Source: an optimization exercise on an open RTL-to-GDS flow (aim: small area, a short achievable clock period and few clock cycles per item). Production flows keep margins and buffers that such runs may drop.
Where RTL was checked, it was by simulation tests only, not by an equivalence proof against the original.
The RTL of run 4 was laid out without a check of its function.
The clock cells of runs 3 and 4 come from the design's own scripts or RTL, not from TritonCTS.
No driver is modelled on the clock port, so clock power and skew are understated where the tree is cut down; a real chip needs a root buffer or a tree.
Power figures rest on the tool's default switching activity, not on a simulated workload.

**constraint.sdc**
```tcl
create_clock -name core_clock -period 4.0 [get_ports {clk}]
set_input_delay 0.8000 -clock core_clock [delete_from_list [all_inputs] [get_ports {clk}]]
set_output_delay 0.8000 -clock core_clock [all_outputs]
set_load 0.01 [all_outputs]
```
**design.v**
```verilog
`timescale 1ns/10ps
module LBP (
	input  clk,
	input  reset,
	output reg [13:0] gray_addr,
	output reg        gray_req,
	input             gray_ready,
	input      [7:0]  gray_data,
	output reg        lbp_valid,
	output reg [13:0] lbp_addr,
	output reg [7:0]  lbp_data,
	output reg        finish
);
	localparam H = 8;            
	wire [6:0] row = gray_addr[13:7];
	wire [6:0] col = gray_addr[6:0];
	reg  [2:0] s;                
	reg        endc;             
	reg        ends;             
	reg        last;             
	wire [6:0] row_step = {{4{endc}}, {2{ends}}, 1'b1};
	always @(posedge clk) begin
		if (reset) begin
			gray_req  <= 1'b0;
			gray_addr <= 14'd0;
			s         <= 3'd0;
			lbp_valid <= 1'b0;
			finish    <= 1'b0;
		end else begin
			gray_req  <= gray_ready & ~finish & ~(gray_req & last);
			lbp_valid <= gray_req & (s >= 3'd2) & (col >= 7'd2);
			if (gray_req & last) finish <= 1'b1;
			if (gray_req) begin
				{gray_addr[6:0], s} <= {col, s} + 10'd1;
				gray_addr[13:7] <= row + row_step;
			end
		end
	end
	always @(posedge clk) begin
		endc <= (s == 3'd6);
		ends <= (s == 3'd6) & (col == 7'd127);
		last <= (s == 3'd6) & (col == 7'd127) & (row == 7'd126);
	end
	reg [7:0] d [0:H];
	integer i;
	always @(posedge clk) begin
		d[0] <= gray_data;
		for (i = 1; i <= H; i = i + 1) d[i] <= d[i-1];
	end
	function [1:0] tcmp;
		input [7:0] a, b;
		reg [7:0] g, e;
		reg [3:0] g2, e2;
		reg [1:0] g4, e4;
		integer k;
		begin
			g = a & ~b; e = ~(a ^ b);
			for (k = 0; k < 4; k = k + 1) begin
				g2[k] = g[2*k+1] | (e[2*k+1] & g[2*k]);
				e2[k] = e[2*k+1] & e[2*k];
			end
			for (k = 0; k < 2; k = k + 1) begin
				g4[k] = g2[2*k+1] | (e2[2*k+1] & g2[2*k]);
				e4[k] = e2[2*k+1] & e2[2*k];
			end
			tcmp = {g4[1] | (e4[1] & g4[0]), e4[1] & e4[0]};
		end
	endfunction
	wire [7:0] c = d[H];
	wire [1:0] r_dg = tcmp(gray_data, c), r_hz = tcmp(d[0], c);
	wire [1:0] r_ad = tcmp(d[1], c),      r_vt = tcmp(d[H-1], c);
	wire ge_dg = r_dg[1] | r_dg[0],  le_dg = ~r_dg[1];
	wire ge_hz = r_hz[1] | r_hz[0],  le_hz = ~r_hz[1];
	wire ge_ad = r_ad[1] | r_ad[0],  le_ad = ~r_ad[1];
	wire ge_vt = r_vt[1] | r_vt[0],  le_vt = ~r_vt[1];
	reg [H:0]   q_dg;    
	reg [H-1:0] q_hz;
	reg [H-2:0] q_ad;
	reg         q_vt;
	always @(posedge clk) begin
		q_dg <= {q_dg[H-1:0], le_dg};
		q_hz <= {q_hz[H-2:0], le_hz};
		q_ad <= {q_ad[H-3:0], le_ad};
		q_vt <= le_vt;
	end
	always @(posedge clk) begin
		lbp_addr <= {row - 7'd1, col - 7'd1};
		lbp_data <= {ge_dg, ge_vt, q_ad[H-2], ge_hz, q_hz[H-1], ge_ad, q_vt, q_dg[H]};
	end
endmodule
```
**config.mk**
```make
export PLATFORM = sky130hd
export DESIGN_NAME = LBP
export DESIGN_NICKNAME = LBP
export VERILOG_FILES = /design/flow/design.v
export SDC_FILE = /design/flow/constraint.sdc
export NUM_CORES = 4
export LEC_CHECK = 0
export CAP_MARGIN = 20
export CORE_MARGIN = 2
export CORE_UTILIZATION = 40
export CTS_BUF_LIST = sky130_fd_sc_hd__clkbuf_8
export CTS_CLUSTER_DIAMETER = 100
export CTS_CLUSTER_SIZE = 50
export SETUP_SLACK_MARGIN = 2.5
export SLEW_MARGIN = 20
```
**run.sh**
```bash
#!/bin/bash
# synth_recipe.tcl (not shown) runs the flow's synth.tcl, then flattens the netlist and writes it again
# the make line also repeats each setting of config.mk as NAME=value (left out here)
make -C /OpenROAD-flow-scripts/flow DESIGN_CONFIG=/design/flow/config.mk WORK_HOME=/design/flow/orfs CLKGATE_MAP_FILE= SYNTH_SCRIPT=/design/flow/synth_recipe.tcl finish
```
==> impl_metrics.toml, run 1 <==
[timing]
post-route-period-util_pct = 42.8
drv_slew = 0
fin_tns_setup_ns = 0
fin_crit_ns = 1.71
clock_skew_ns = 0.0105
final-hold-violation-count = 0
max_freq_mhz = 585
slew_headroom_pct = 66.6
worst_slew_pin_slew_ns = 0.501
rsz0062_at_grt = "yes"
setup_viol = 0

[drt]
viasPerCell = 4.59
routed_wl_um = 7550
ant_nets = 0
vias = 2831
dr.first_iter.drc_count = 84
first_pass_iters = 4
routedWlPerCell_um = 12.2
drcViolationCount = 0

[yosys]
ys_warn_count = 2
syn_area_um2 = 4460
avgSynthCellArea_um2 = 11.8
synth_edf_count = 0
synth-seq-cells = 142
postSynth.asyncResetShare_pct = 0
yosysUniqueCellTypes = 34
synth_flop_cell = "dfxtp_1"
ys_seq_area_share_pct = 63.8
syn-instance-count = 378
synth_fp_nets = 434

[placement]
place_congestion = 0.720
postPlaceCellArea_um2 = 5190
hpwl_um = 4910
dp_cells = 561
port_buffers = 49

[die]
io_pins = 50
die_h_um = 110
die_w_um = 110
start_util_pct = 41.1
die_area_um2 = 12000
core_area_um2 = 10800
std_cell_rows = 38

[power_and_ir_drop]
peakVddDrop_uv = 221
power_switching_mw = 0.706
cellPowerDensity_nw_per_um2 = 475
p_leak_nw = 2.48
pwr-share-comb_pct = 7.8
pwr-share-clk_pct = 37.1
totalPowerFinal_mw = 2.78
p_int_mw = 2.08
swShare_pct = 25.4
p_seq_share_pct = 55.1

[critical_path]
cp.buffers_inverters = 1
rrSetupSlack_ns = 2.36
cp.required_ns = 3.20
cp_top_family = "flip-flops"
startpoint_type = "register"
criticalPathCategory = "register to output port"
slowest_delay_ns = 0.36
crit_slowest_cell = "dfxtp_4"
cp_max_fo = 2
end_kind = "output port"
cp.arrival_ns = 0.91
cp_cell_sequence = "buf_6"

[final_layout]
register_area_um2 = 2910
layout.nets = 520
stdcell_area_um2 = 5860
area_delta_synth_final_pct = 31.5
multi_input_area_um2 = 1720
fin_util_pct = 54.1
drive_above_1_share_pct = 31.9
n_antenna_cell = 0
fin_cells = 617
nFillCells = 939

[global_routing]
first_global_vias = 2731
grt_max_degree = 25
antenna_found_initial = 0
grt_pass1_wl_um = 12300
gr-total-overflow = 0
track_usage_pct = 13.7

[clock_tree]
tritoncts = "built"
path_clk_slew_ns = 0.09
cts_buffers = 17
clk_latency_ns = 0.44
cts.sinks = 142
root_buffer = "clkbuf_8"
cts_buffer_depth = 2
htree_levels = 4
ctsHoldBuffers = 0

[job]
maxCapViolations = 0

[status]
status = "complete, no violations"

[min_path]
hold_class = "register to register"
-- timing repair --
action / 4_1_cts / 5_1_grt
setup endpoints to repair: 62 / 49
pin swaps: 15 / 6
setup buffers: 22 / 2
resized for setup: 231 / 16
-- cells in the mapped netlist (5+ instances only) --
library cell / instances / area share (%)
a21oi_1: 24 / 2.7
a211oi_1: 5 / 0.84
nor2_1: 32 / 2.7
nand2_1: 22 / 1.9
nand3_1: 7 / 0.79
o21ai_0: 14 / 1.6
ha_1: 44 / 12
nand4_1: 5 / 0.70
inv_1: 17 / 1.4
nor3_1: 10 / 1.1
dfxtp_1: 142 / 64
xnor2_1: 9 / 1.8
xor2_1: 14 / 2.8
-- layer usage --
layer	up-vias	track usage, %	part of all wire [%]
met5	-	0	0
met4	0	6.69	1.9
met3	14	4.86	5.8
met2	58	21.9	46
met1	1286	16.4	47
li1	1473	-	-
-- cell families (layout without fill, tap and decap cells) --
logic type      count (synthesis)  count (layout)  share of synthesized area [%]
flops                         142             142                           63.8
simple gates                   91              91                           9.54
compound gates                 54              54                           7.33
fa+ha+maj                      45              45                           12.8
xor+xnor                       23              23                           4.52
buf+inv                        23             122                           2.05
-- worst paths after layout --
| path | startpoint | endpoint | cells after the start |
|---|---|---|---|
| setup / recovery | gray_addr[1] | gray_addr[1] | 1 |
| hold / removal | q_dg[2] | q_dg[3] | 0 |
| setup reg to reg | gray_addr[8] | gray_addr[11] | 7 |
| hold reg to reg | q_dg[2] | q_dg[3] | 0 |
-- power by group through the flow --
stage	combinational [mW]	sequential, mW	clock (mW)
final	0.216	1.53	1.03
after global routing	0.245	1.54	1.13
after CTS	0.210	1.53	1.07
after detailed placement	0.200	1.58	0
after global placement	0.197	1.58	0
after floorplan	0.103	1.58	0
-- flip-flops by register name, summed over array words and instances, names as in the netlist, 3 cells and up --
register and cells:
q_hz 8, gray_addr 14, s 3, lbp_data 8
d 72, lbp_addr 14, q_dg 9, q_ad 7
-- area by class of cell --
| type | count | area share (%) |
|---|---|---|
| flip-flops and latches | 142 | 49.7 |
| multi-input cells | 213 | 29.4 |
| repair buffers | 73 | 10.5 |
| clock buffers | 18 | 4.23 |
| well taps | 140 | 2.99 |
| clock inverters | 14 | 2.05 |
| inverters | 17 | 1.17 |
-- placed cells by master (no fill, tap or decap), types with 5 or more instances in the layout --
cell type / instances
nand2_1: 21
dfxtp_1: 118
dfxtp_2: 8
buf_4: 22
dfxtp_4: 16
nor3_1: 9
xnor2_1: 9
a21oi_1: 22
nand4_1: 5
buf_6: 24
nand3_1: 7
inv_1: 13
nor2_1: 30
dlygate4sd2_1: 6
buf_2: 17
ha_1: 34
o21ai_0: 11
clkbuf_8: 18
xor2_1: 14
ha_4: 10
inv_6: 6
-- metrics by stage --
step	setup slack, ns	hold WS [ns]
floorplan	2.48	0.310
global placement	1.58	0.310
detailed placement	1.51	0.312
CTS	2.26	0.329
global route	2.25	0.334
finish	2.29	0.328
-- worst register-to-register path, stage by stage, from the launching register on --
cell      delay [ns]
dfxtp_4         0.36
buf_6           0.12
inv_4           0.04
fa_2            0.35
nand2b_4        0.16
a21oi_4         0.21
nor3_2          0.05
a211o_1         0.23
Testbench counts, summed over its fixed seeds: cycles 344,080, images 16.
==> run 2: changes to the inputs <==
--- a/design.v
+++ b/design.v
@@ -22,18 +22,20 @@
 	always @(posedge clk) begin
 		if (reset) begin
 			gray_req  <= 1'b0;
-			gray_addr <= 14'd0;
-			s         <= 3'd0;
 			lbp_valid <= 1'b0;
 			finish    <= 1'b0;
 		end else begin
 			gray_req  <= gray_ready & ~finish & ~(gray_req & last);
 			lbp_valid <= gray_req & (s >= 3'd2) & (col >= 7'd2);
 			if (gray_req & last) finish <= 1'b1;
-			if (gray_req) begin
-				{gray_addr[6:0], s} <= {col, s} + 10'd1;
-				gray_addr[13:7] <= row + row_step;
-			end
+		end
+	end
+	always @(posedge clk) begin
+		if (gray_req) begin
+			{gray_addr[6:0], s} <= {col, s} + 10'd1;
+			gray_addr[13:7] <= row + row_step;
+		end else begin
+			{gray_addr, s} <= 17'd0;
 		end
 	end
 	always @(posedge clk) begin
==> flow/run.sh (new file) <==
#!/bin/bash
# The standard layout, with plain buf_1 port buffers and a one-level clock
# tree: after CTS, flow/mytree.tcl replaces the tree with 4 sky130_fd_sc_hd__clkbuf_16 buffers
# fed from the clock port, one per cluster of flip-flops. Timing repair
# then runs after global routing as usual.
set -euo pipefail
HERE=$(pwd)
bash standard.sh finish \
  "BUFFER_PORTS_ARGS=-buffer_cell sky130_fd_sc_hd__buf_1" \
  "SKIP_CTS_REPAIR_TIMING=1" \
  "POST_CTS_TCL=$HERE/flow/mytree.tcl" \
  "MYTREE_NBUF=4" "MYTREE_CELL=sky130_fd_sc_hd__clkbuf_16"  > standard_flow.log 2>&1
==> flow/mytree.tcl (new file) <==
# Replace the clock tree built by CTS with one level of NBUF buffers fed
# straight from the clock port, each driving one cluster of flip-flops.
set nbuf [expr {[info exists ::env(MYTREE_NBUF)] ? $::env(MYTREE_NBUF) : 4}]
set bufm [expr {[info exists ::env(MYTREE_CELL)] ? $::env(MYTREE_CELL) : "sky130_fd_sc_hd__clkbuf_16"}]
set db [ord::get_db]
set block [ord::get_db_block]
set clk [$block findNet clk]
set master [$db findMaster $bufm]

# sinks: every flip-flop clock pin, found through the existing tree
set sinks {}
set todo [list $clk]
set bufs {}
while {[llength $todo]} {
  set net [lindex $todo 0]; set todo [lrange $todo 1 end]
  foreach it [$net getITerms] {
    if {![$it isInputSignal] && [$it getIoType] ne "INPUT"} { continue }
    set inst [$it getInst]
    set mname [[$inst getMaster] getName]
    if {[string match "sky130_fd_sc_hd__clkbuf*" $mname] || [string match "sky130_fd_sc_hd__clkinv*" $mname] || [string match "sky130_fd_sc_hd__buf*" $mname]} {
      lappend bufs $inst
      foreach o [$inst getITerms] { if {[$o isOutputSignal]} { set n [$o getNet]; if {$n ne "NULL"} { lappend todo $n } } }
    } else {
      lappend sinks $it
    }
  }
}
puts "mytree: [llength $sinks] sinks, removing [llength $bufs] buffers"
foreach inst $bufs {
  foreach o [$inst getITerms] {
    if {[$o isOutputSignal]} { set n [$o getNet]; if {$n ne "NULL" && $n ne $clk} { lappend dead $n } }
  }
}
foreach it $sinks { $it disconnect }
foreach inst $bufs { odb::dbInst_destroy $inst }
foreach n [lsort -unique $dead] { odb::dbNet_destroy $n }

# k-means on sink locations
set pts {}
foreach it $sinks {
  set inst [$it getInst]
  set bb [$inst getBBox]
  lappend pts [list [expr {([$bb xMin]+[$bb xMax])/2}] [expr {([$bb yMin]+[$bb yMax])/2}]]
}
set n [llength $pts]
set sorted [lsort -integer -index 0 $pts]
set cents {}
for {set k 0} {$k < $nbuf} {incr k} {
  lappend cents [lindex $sorted [expr {int(($k + 0.5) * $n / $nbuf)}]]
}
for {set iter 0} {$iter < 30} {incr iter} {
  set assign {}
  foreach p $pts {
    set best 0; set bd 1e30
    for {set k 0} {$k < $nbuf} {incr k} {
      set c [lindex $cents $k]
      set d [expr {abs([lindex $p 0]-[lindex $c 0]) + abs([lindex $p 1]-[lindex $c 1])}]
      if {$d < $bd} { set bd $d; set best $k }
    }
    lappend assign $best
  }
  set newc {}
  for {set k 0} {$k < $nbuf} {incr k} {
    set sx 0; set sy 0; set m 0
    foreach p $pts a $assign { if {$a == $k} { incr sx [lindex $p 0]; incr sy [lindex $p 1]; incr m } }
    if {$m} { lappend newc [list [expr {$sx/$m}] [expr {$sy/$m}]] } else { lappend newc [lindex $cents $k] }
  }
  set cents $newc
}
for {set k 0} {$k < $nbuf} {incr k} {
  set inst [odb::dbInst_create $block $master "clkbuf_leaf_$k"]
  set net [odb::dbNet_create $block "clknet_leaf_$k"]
  $net setSigType CLOCK
  set c [lindex $cents $k]
  $inst setLocation [lindex $c 0] [lindex $c 1]
  $inst setPlacementStatus PLACED
  [$inst findITerm A] connect $clk
  [$inst findITerm X] connect $net
  set m 0
  foreach it $sinks a $assign { if {$a == $k} { $it connect $net; incr m } }
  puts "mytree: buffer $k at $c drives $m sinks"
}
==> standard.sh (new file) <==
#!/bin/bash
# synth_recipe.tcl (not shown) runs the flow's synth.tcl, then flattens the netlist and writes it again
# the make line also repeats each setting of config.mk as NAME=value (left out here)
make -C /OpenROAD-flow-scripts/flow DESIGN_CONFIG=/design/flow/config.mk WORK_HOME=/design/flow/orfs CLKGATE_MAP_FILE= SYNTH_SCRIPT=/design/flow/synth_recipe.tcl "${@:-finish}"
==> config.mk (replaced) <==
export PLATFORM = sky130hd
export DESIGN_NAME = LBP
export DESIGN_NICKNAME = LBP
export VERILOG_FILES = /design/flow/design.v
export SDC_FILE = /design/flow/constraint.sdc
export NUM_CORES = 4
export LEC_CHECK = 0
export CAP_MARGIN = 20
export CORE_MARGIN = 2
export CORE_UTILIZATION = 60
export SETUP_SLACK_MARGIN = 2.35
export SLEW_MARGIN = 20
removed: run.sh
==> run 2 against run 1 <==
The flow now stops in global routing; synthesized area decreased by 0.81%; synthesized cell count shrank 4.8%.
==> impl_metrics.toml, run 2 <==
[yosys]
postSynth.asyncResetShare_pct = 0
synth_largest_type_area_fraction_pct = 64.3
ys_warn_count = 2
synth-seq-cells = 142
synth_simple_gate_area_share_pct = 9.59
synth_fp_nets = 416
syn_area_um2 = 4420
synth_top_family_by_area = "adder cells"
synth_edf_count = 0
synth_top_cells_by_count = "dfxtp_1 (142), ha_1 (44), a21oi_1 (21)"
yosysMostFrequentCell = "dfxtp_1"
syn-instance-count = 360
yosysUniqueCellTypes = 41
synth_compound_area_share_pct = 7.50
synth_flop_cell = "dfxtp_1"
synthXorXnorAreaFrac_pct = 3.57
ys_seq_area_share_pct = 64.3
yosys.area_share.adder_pct = 12.9
synth_top_area_cell = "dfxtp_1"
synth_area_leaders = "dfxtp_1 (64%), ha_1 (12%), a21oi_1 (2.4%)"
avgSynthCellArea_um2 = 12.3
yosys-mux-area-fraction_pct = 0

[placement]
port_buffers = 49
postPlaceCellArea_um2 = 4710
hpwl_um = 4550
place_congestion = 0.780
dpl_worst_slack_ns = 2.07

[status]
flow.stopped_at = "global routing"
firstError = "[ERROR DRT-0073] No access point for clkbuf_leaf_0/A (sky130_fd_sc_hd__clkbuf_16)."
status = "stopped before the end"

[die]
die_w_um = 89.8
die_h_um = 89.8
io_pins = 50
start_util_pct = 61.6
std_cell_rows = 31

[clock_tree]
cts.sinks = 142
-- run 2: cell types whose count changed after synthesis, moves of 3 or more --
cell	change
a21oi_1	-3
nor3_1	-3
o211ai_1	+3
nand2_1	-7
buf_2	-4
nor2b_1	+4
a211oi_1	-4
o21ai_0	+3
xor2_1	-5
and2_1	+7
nor2_1	-20
-- run 2: kinds of logic after synthesis --
logic type / Yosys count
AOI/OAI and AO/OA: 56
xor gates and xnor gates: 18
adders and majority gates: 45
buffers and inverters: 23
DFF: 142
and+or+nand+nor: 76
-- run 2: per-stage QoR --
step	cells	utilization, %
after floorplan	360	-
after global placement	504	65.7
after detailed placement	504	65.7
-- run 2: how the worst max path moves through the flow --
stage                  end  slack (ns)  cells past startpoint
3_5_place_dp   lbp_data[7]        2.07                      5
3_3_place_gp   lbp_data[7]        2.16                      5
2_1_floorplan  lbp_data[7]        2.31                      4
-- run 2: power by group through the flow --
| stage | logic [mW] | clock network [mW] | registers [mW] |
|---|---|---|---|
| floorplan | 0.0750 | 0 | 1.57 |
| global placement | 0.117 | 0 | 1.56 |
| detailed placement | 0.121 | 0 | 1.57 |
Testbench counts of run 2, summed over its fixed seeds: cycles 344,080, images 16.
==> run 3: changes to the inputs <==
--- a/flow/mytree.tcl
+++ b/flow/mytree.tcl
@@ -11,17 +11,19 @@
 set sinks {}
 set todo [list $clk]
 set bufs {}
+set dead {}
 while {[llength $todo]} {
   set net [lindex $todo 0]; set todo [lrange $todo 1 end]
   foreach it [$net getITerms] {
     if {![$it isInputSignal] && [$it getIoType] ne "INPUT"} { continue }
     set inst [$it getInst]
     set mname [[$inst getMaster] getName]
-    if {[string match "sky130_fd_sc_hd__clkbuf*" $mname] || [string match "sky130_fd_sc_hd__clkinv*" $mname] || [string match "sky130_fd_sc_hd__buf*" $mname]} {
+    if {[string match "sky130_fd_sc_hd__df*" $mname]} {
+      lappend sinks $it
+    } else {
+      # clock buffers and the dummy loads CTS hangs on the tree
       lappend bufs $inst
       foreach o [$inst getITerms] { if {[$o isOutputSignal]} { set n [$o getNet]; if {$n ne "NULL"} { lappend todo $n } } }
-    } else {
-      lappend sinks $it
     }
   }
 }
@@ -48,16 +50,25 @@
 for {set k 0} {$k < $nbuf} {incr k} {
   lappend cents [lindex $sorted [expr {int(($k + 0.5) * $n / $nbuf)}]]
 }
+# balanced k-means: each cluster takes at most cap sinks
+set cap [expr {($n + $nbuf - 1) / $nbuf + 1}]
 for {set iter 0} {$iter < 30} {incr iter} {
-  set assign {}
+  set pairs {}
+  set i 0
   foreach p $pts {
-    set best 0; set bd 1e30
     for {set k 0} {$k < $nbuf} {incr k} {
       set c [lindex $cents $k]
-      set d [expr {abs([lindex $p 0]-[lindex $c 0]) + abs([lindex $p 1]-[lindex $c 1])}]
-      if {$d < $bd} { set bd $d; set best $k }
+      lappend pairs [list [expr {abs([lindex $p 0]-[lindex $c 0]) + abs([lindex $p 1]-[lindex $c 1])}] $i $k]
     }
-    lappend assign $best
+    incr i
+  }
+  set assign [lrepeat $n -1]
+  set fill [lrepeat $nbuf 0]
+  foreach pr [lsort -integer -index 0 $pairs] {
+    lassign $pr d i k
+    if {[lindex $assign $i] >= 0 || [lindex $fill $k] >= $cap} { continue }
+    lset assign $i $k
+    lset fill $k [expr {[lindex $fill $k] + 1}]
   }
   set newc {}
   for {set k 0} {$k < $nbuf} {incr k} {
@@ -80,3 +91,5 @@
   foreach it $sinks a $assign { if {$a == $k} { $it connect $net; incr m } }
   puts "mytree: buffer $k at $c drives $m sinks"
 }
+
+detailed_placement
--- a/config.mk
+++ b/config.mk
@@ -8,5 +8,5 @@
 export CAP_MARGIN = 20
 export CORE_MARGIN = 2
 export CORE_UTILIZATION = 60
-export SETUP_SLACK_MARGIN = 2.35
+export SETUP_SLACK_MARGIN = 2.55
 export SLEW_MARGIN = 20
==> run 3 against run 2 <==
Now clean on timing, DRC and antenna; synthesized area stayed put; synthesized cell count stayed put.
==> impl_metrics.toml, run 3 <==
[status]
status = "complete, no violations"

[yosys]
yosys-mux-area-fraction_pct = 0
yosysMostFrequentCell = "dfxtp_1"
avgSynthCellArea_um2 = 12.3
synth_simple_gate_area_share_pct = 9.59
yosysUniqueCellTypes = 41
syn-instance-count = 360
postSynth.asyncResetShare_pct = 0
synth_compound_area_share_pct = 7.50
synthXorXnorAreaFrac_pct = 3.57
synth_area_leaders = "dfxtp_1 (64%), ha_1 (12%), a21oi_1 (2.4%)"
ys_warn_count = 2
synth_top_cells_by_count = "dfxtp_1 (142), ha_1 (44), a21oi_1 (21)"
synth_fp_nets = 416
syn_area_um2 = 4420
synth_edf_count = 0
synth_top_family_by_area = "adder cells"
synth_top_area_cell = "dfxtp_1"
synth-seq-cells = 142
ys_seq_area_share_pct = 64.3
yosys.area_share.adder_pct = 12.9
synth_flop_cell = "dfxtp_1"
synth_largest_type_area_fraction_pct = 64.3

[critical_path]
crit_slowest_cell = "dfxtp_4"
cp.buffers_inverters = 1
cp-startpoint = "gray_req"
end_kind = "output port"
cp_max_fo = 5
cp_top_family = "flip-flops"
rrSetupSlack_ns = 2.50
startpoint_type = "register"
cp.arrival_ns = 0.73
rr_startpoint = "gray_addr[7]"
cp.required_ns = 3.20
cp_cell_sequence = "buf_1"
criticalPathCategory = "register to output port"
slowest_delay_ns = 0.40

[timing]
post-route-period-util_pct = 38.1
final-hold-violation-count = 0
rsz0062_at_grt = "yes"
drv_slew = 0
hold_ws_ns = 0.320
max_freq_mhz = 655
worst_slew_pin_slew_ns = 0.429
fin_crit_ns = 1.53
clock_skew_ns = 0.0193
setup_viol = 0
fin_tns_setup_ns = 0
slew_headroom_pct = 71.0

[placement]
hpwl_um = 4570
port_buffers = 49
place_congestion = 0.771
postPlaceCellArea_um2 = 4790

[power_and_ir_drop]
peakVddDrop_uv = 336
p_leak_nw = 2.38
cellPowerDensity_nw_per_um2 = 406

[final_layout]
stdcell_area_um2 = 5420
largest_reg_flops = 72
regMostFlops = "d"
n_antenna_cell = 0
layout.nets = 489
layout_commonest_cell = "dfxtp_1"
drive_above_1_share_pct = 28.8
area_delta_synth_final_pct = 22.5
reg_top3 = "d (72), gray_addr (14), lbp_addr (14)"
final_cell_mix = "dfxtp_1 (112), ha_1 (36), buf_6 (26)"

[global_routing]
grt_pass1_wl_um = 10800
grt_max_degree = 38
track_usage_pct = 16.4
gr-total-overflow = 0
antenna_found_initial = 0
first_global_vias = 2430

[die]
start_util_pct = 61.6
core_area_um2 = 7180
die_w_um = 89.8
die_area_um2 = 8070
die_h_um = 89.8
std_cell_rows = 31
io_pins = 50

[drt]
vias = 2688
viasPerCell = 5.07
routedWlPerCell_um = 13.9
dr.first_iter.drc_count = 33
first_pass_iters = 4
routed_wl_um = 7370
drcViolationCount = 0
ant_nets = 0

[min_path]
holdCritStartpoint = "d[3][2]"
hold_class = "register to register"

[clock_tree]
path_clk_slew_ns = 0.12
clk_latency_ns = 0.18
cts.sinks = 142

[job]
maxCapViolations = 0
run 3: cell counts after synthesis:
Identical to the previous run, type by type.
run 3: power by group:
group / leakage, nW / internal, mW / switching, mW
logic: 1.14 / 0.0776 / 0.0825
registers: 1.20 / 1.50 / 0.0294
clock network: 0.0493 / 0.187 / 0.327
run 3: worst register-to-register path: stages, from the launching register on:
cell      delay (ns)
dfxtp_4         0.41
inv_4           0.06
fa_2            0.39
nand2b_4        0.17
a21boi_2        0.16
o21ai_1         0.07
and3b_1         0.16
run 3: cells by family (layout without fill, tap and decap cells):
kind of cell,Yosys count,after routing
XOR/XNOR,18,18
adder cells (fa/ha/maj),45,45
AO/OA/AOI/OAI,56,56
AND/OR/NAND/NOR,76,76
flip-flops,142,142
buffers and inverters,23,94
run 3: per-layer routing:
layer | vias up | part of all wire [%] | global-route usage [%] | routed length [um]
met2 | 56 | 51 | 29.3 | 3780
met4 | 0 | 1.2 | 4.10 | 85
li1 | 1367 | - | - | -
met1 | 1258 | 44 | 20.0 | 3240
met5 | - | 0 | 0 | 0
met3 | 7 | 3.5 | 3.86 | 259
run 3: path summary, 6_finish.rpt:
check	end	cells past startpoint
setup / recovery	gray_req	1
hold / removal	d[4][2]	0
setup reg to reg	gray_addr[11]	6
hold reg to reg	d[4][2]	0
run 3: layout make-up:
| type | instances | area, um^2 |
|---|---|---|
| sequential | 142 | 2920 |
| fill | 472 | 1760 |
| timing repair buffer | 71 | 563 |
| buffer | 4 | 100 |
| inverter | 19 | 73.8 |
| multi-input combinational | 195 | 1640 |
| tap | 99 | 124 |
run 3: through the flow:
stage                     utilization, %  cells  setup slack (ns)  total power, mW
final                               75.5    530              2.47             2.20
after global routing                75.5    530              2.42             2.29
after detailed placement            66.8    504              2.24             1.70
after global placement              66.8    504              2.25             1.69
after floorplan                        -    360              2.48             1.65
==> run 4: changes to the inputs <==
--- a/design.v
+++ b/design.v
@@ -49,32 +49,34 @@
 		d[0] <= gray_data;
 		for (i = 1; i <= H; i = i + 1) d[i] <= d[i-1];
 	end
-	function [1:0] tcmp;
+	function [1:0] cmp3;
 		input [7:0] a, b;
-		reg [7:0] g, e;
-		reg [3:0] g2, e2;
-		reg [1:0] g4, e4;
+		reg [7:0] g1, l1;
+		reg [3:0] g2, l2;
+		reg [1:0] g4, l4;
+		reg       g8, l8;
 		integer k;
 		begin
-			g = a & ~b; e = ~(a ^ b);
+			g1 = a & ~b; l1 = ~a & b;
 			for (k = 0; k < 4; k = k + 1) begin
-				g2[k] = g[2*k+1] | (e[2*k+1] & g[2*k]);
-				e2[k] = e[2*k+1] & e[2*k];
+				g2[k] = g1[2*k+1] | (~l1[2*k+1] & g1[2*k]);
+				l2[k] = l1[2*k+1] | (~g1[2*k+1] & l1[2*k]);
 			end
 			for (k = 0; k < 2; k = k + 1) begin
-				g4[k] = g2[2*k+1] | (e2[2*k+1] & g2[2*k]);
-				e4[k] = e2[2*k+1] & e2[2*k];
+				g4[k] = g2[2*k+1] | (~l2[2*k+1] & g2[2*k]);
+				l4[k] = l2[2*k+1] | (~g2[2*k+1] & l2[2*k]);
 			end
-			tcmp = {g4[1] | (e4[1] & g4[0]), e4[1] & e4[0]};
+			g8 = g4[1] | (~l4[1] & g4[0]);
+			l8 = l4[1] | (~g4[1] & l4[0]);
+			cmp3 = {~l8, ~g8};
 		end
 	endfunction
 	wire [7:0] c = d[H];
-	wire [1:0] r_dg = tcmp(gray_data, c), r_hz = tcmp(d[0], c);
-	wire [1:0] r_ad = tcmp(d[1], c),      r_vt = tcmp(d[H-1], c);
-	wire ge_dg = r_dg[1] | r_dg[0],  le_dg = ~r_dg[1];
-	wire ge_hz = r_hz[1] | r_hz[0],  le_hz = ~r_hz[1];
-	wire ge_ad = r_ad[1] | r_ad[0],  le_ad = ~r_ad[1];
-	wire ge_vt = r_vt[1] | r_vt[0],  le_vt = ~r_vt[1];
+	wire ge_dg, le_dg, ge_hz, le_hz, ge_ad, le_ad, ge_vt, le_vt;
+	assign {ge_dg, le_dg} = cmp3(gray_data, c);
+	assign {ge_hz, le_hz} = cmp3(d[0], c);
+	assign {ge_ad, le_ad} = cmp3(d[1], c);
+	assign {ge_vt, le_vt} = cmp3(d[H-1], c);
 	reg [H:0]   q_dg;    
 	reg [H-1:0] q_hz;
 	reg [H-2:0] q_ad;
--- a/config.mk
+++ b/config.mk
@@ -8,5 +8,5 @@
 export CAP_MARGIN = 20
 export CORE_MARGIN = 2
 export CORE_UTILIZATION = 60
-export SETUP_SLACK_MARGIN = 2.55
+export SETUP_SLACK_MARGIN = 2.6
 export SLEW_MARGIN = 20
==> run 4 against run 3 <==
Still clean on timing, DRC and antenna; clock skew decreased by 0.011 ns; global-route usage increased by 1.3 points; die area is 0.81% higher; critical path type is now primary input to register; critical endpoint is now lbp_data[7]; largest cell class unchanged.
==> impl_metrics.toml, run 4 <==
[yosys]
synth_top_area_cell = "dfxtp_1"
yosysMostFrequentCell = "dfxtp_1"
synth_top_cells_by_count = "dfxtp_1 (142), nand2_1 (24), inv_1 (21)"
synth_area_leaders = "dfxtp_1 (64%), ha_1 (3.4%), maj3_1 (2.7%)"
synth_flop_cell = "dfxtp_1"
avgSynthCellArea_um2 = 11.7
synth_largest_type_area_fraction_pct = 63.7
ys_seq_area_share_pct = 63.7
synth-seq-cells = 142
ys_warn_count = 2
postSynth.asyncResetShare_pct = 0
synth_edf_count = 0
syn_area_um2 = 4460
yosysUniqueCellTypes = 40
syn-instance-count = 381
synth_fp_nets = 405

[critical_path]
cp.arrival_ns = 1.96
cp_cell_sequence = "buf_6 > nor2b_4 > maj3_2 > maj3_2 > a221oi_2 > a21boi_1"
criticalPathCategory = "primary input to register"
end_kind = "register"
reg2reg_depth = 5
cp.required_ns = 4.08
crit_slowest_cell = "maj3_2"
slowest_delay_ns = 0.33
cpMostUsedCell = "maj3_2"
startpoint_type = "primary input"
cp_max_fo = 3

[drt]
routed_wl_um = 7260
vias = 2806
drcViolationCount = 0
dr.first_iter.drc_count = 43
routedWlPerCell_um = 13.4
ant_nets = 0
first_pass_iters = 4
viasPerCell = 5.20

[final_layout]
multi_input_area_um2 = 1640
register_area_um2 = 2910
nFillCells = 503
largest_reg_flops = 72
layout_commonest_cell = "dfxtp_1"
n_antenna_cell = 0
area_delta_synth_final_pct = 19.6
fin_cells = 540
final_cell_mix = "dfxtp_1 (105), dfxtp_2 (27), nand2_1 (24)"
drive_above_1_share_pct = 30.4
regMostFlops = "d"
layout.nets = 467
reg_top3 = "d (72), gray_addr (14), lbp_addr (14)"

[power_and_ir_drop]
p_leak_nw = 2.14
cellPowerDensity_nw_per_um2 = 418
peakVddDrop_uv = 430

[job]
maxCapViolations = 0

[clock_tree]
path_clk_slew_ns = 0.12
cts.sinks = 142
clk_latency_ns = 0.18

[die]
die_area_um2 = 8140
die_h_um = 90.2
std_cell_rows = 31
io_pins = 50
core_area_um2 = 7210
start_util_pct = 61.8
die_w_um = 90.2

[timing]
worst_slew_pin_slew_ns = 0.411
slew_headroom_pct = 72.6
clock_skew_ns = 0.00812
final-hold-violation-count = 0
drv_slew = 0
hold_ws_ns = 0.336
fin_crit_ns = 1.88
rsz0062_at_grt = "yes"
max_freq_mhz = 532
fin_tns_setup_ns = 0
setup_viol = 0
post-route-period-util_pct = 47.0

[global_routing]
track_usage_pct = 17.6
grt_max_degree = 38
grt_pass1_wl_um = 12000
antenna_found_initial = 0
first_global_vias = 2633
gr-total-overflow = 0

[status]
status = "complete, no violations"

[min_path]
hold_path_depth = 0
hold_class = "register to register"

[placement]
dp_cells = 522
port_buffers = 49
hpwl_um = 4680
place_congestion = 0.784
[run 4: cell count changes after synthesis, moves of 9 or more]
cell / delta
maj3_1: +12
nor2b_1: +10
nand2b_1: +9
nand2_1: +9
a21oi_1: -13
ha_1: -32
[run 4: final timing paths]
path         slack [ns]          end          from
min                0.34  lbp_data[0]       q_dg[8]
max reg2reg        2.38      q_ad[0]       d[8][4]
max                2.12  lbp_data[7]  gray_data[4]
min reg2reg        0.34  lbp_data[0]       q_dg[8]
[run 4: final cells by class]
type	count	area share, %
well taps	99	2.32
repair buffers	63	8.68
flip-flops and latches	142	54.6
multi-input cells	210	30.8
inverters	22	1.69
plain buffers	4	1.88
[run 4: through the flow]
stage	instance area (um^2)	utilization [%]	total power, mW	setup slack [ns]
global placement	4770	66.2	1.70	1.96
detailed placement	4770	66.2	1.71	1.92
floorplan	4490	-	1.66	2.08
global route	5330	73.9	2.32	2.12
finish	5330	73.9	2.23	2.12
[run 4: power by group]
| part | total (mW) | switching, mW | leakage, nW | internal (mW) |
|---|---|---|---|---|
| Sequential | 1.55 | 0.0421 | 1.20 | 1.50 |
| Clock | 0.526 | 0.338 | 0.0493 | 0.188 |
| Combinational | 0.157 | 0.0719 | 0.892 | 0.0847 |
[run 4: worst max-delay path: cells and delay by family]
kind	cells	cell delay (ns)
adders and majority gates	2	0.63
AOI/OAI and AO/OA	2	0.33
and+or+nand+nor	1	0.11
buffers and inverters	1	0.09
[run 4: cell families (layout without fill, tap and decap cells)]
family          after synthesis  after routing  synth area share (%)
flops                       142            142                  63.7
xor+xnor                     18             18                  3.54
compound gates               49             49                  8.50
buf+inv                      29             89                  2.44
simple gates                114            114                  14.3
fa+ha+maj                    29             29                  7.52
[run 4: routing by layer]
metal | track usage (%) | vias to the layer above | part of all wire [%]
met5 | 0 | - | 0
met3 | 3.52 | 5 | 3.3
met2 | 31.3 | 54 | 51
met1 | 22.6 | 1324 | 45
met4 | 3.21 | 0 | 0.73
li1 | - | 1423 | -

[static timing again, ports no longer ideal]
The flow's constraints put no driver on any port. The routed layouts listed below were extracted and timed again, unchanged, in two steps. Step 1: set_driving_cell puts a clkbuf_16 on clk and a buf_2 on each other input, an assumption about the parent block. Step 2 moves the port delays by t, midway between the first and last clock arrival at a register: inputs arrive t later, outputs are due t later. That takes back most of the time a late clock gives input paths. Slacks: no drivers / after step 1 / after step 2; pairs: no drivers / after step 1.
run	shift t [ns]	slack for setup (ns)	worst register clock-pin slew, ns
run 1	0.464	2.290 / 2.256 / 2.030	0.09 / 0.09
run 3	0.250	2.474 / 2.397 / 2.315	0.12 / 0.12
run 4	0.248	2.121 / 2.140 / 1.913	0.12 / 0.12
After both steps setup and hold are still met in every run listed. For run 1, which loses most, drivers alone change the setup slack by -0.034 ns; drivers and shift together by -0.260 ns.
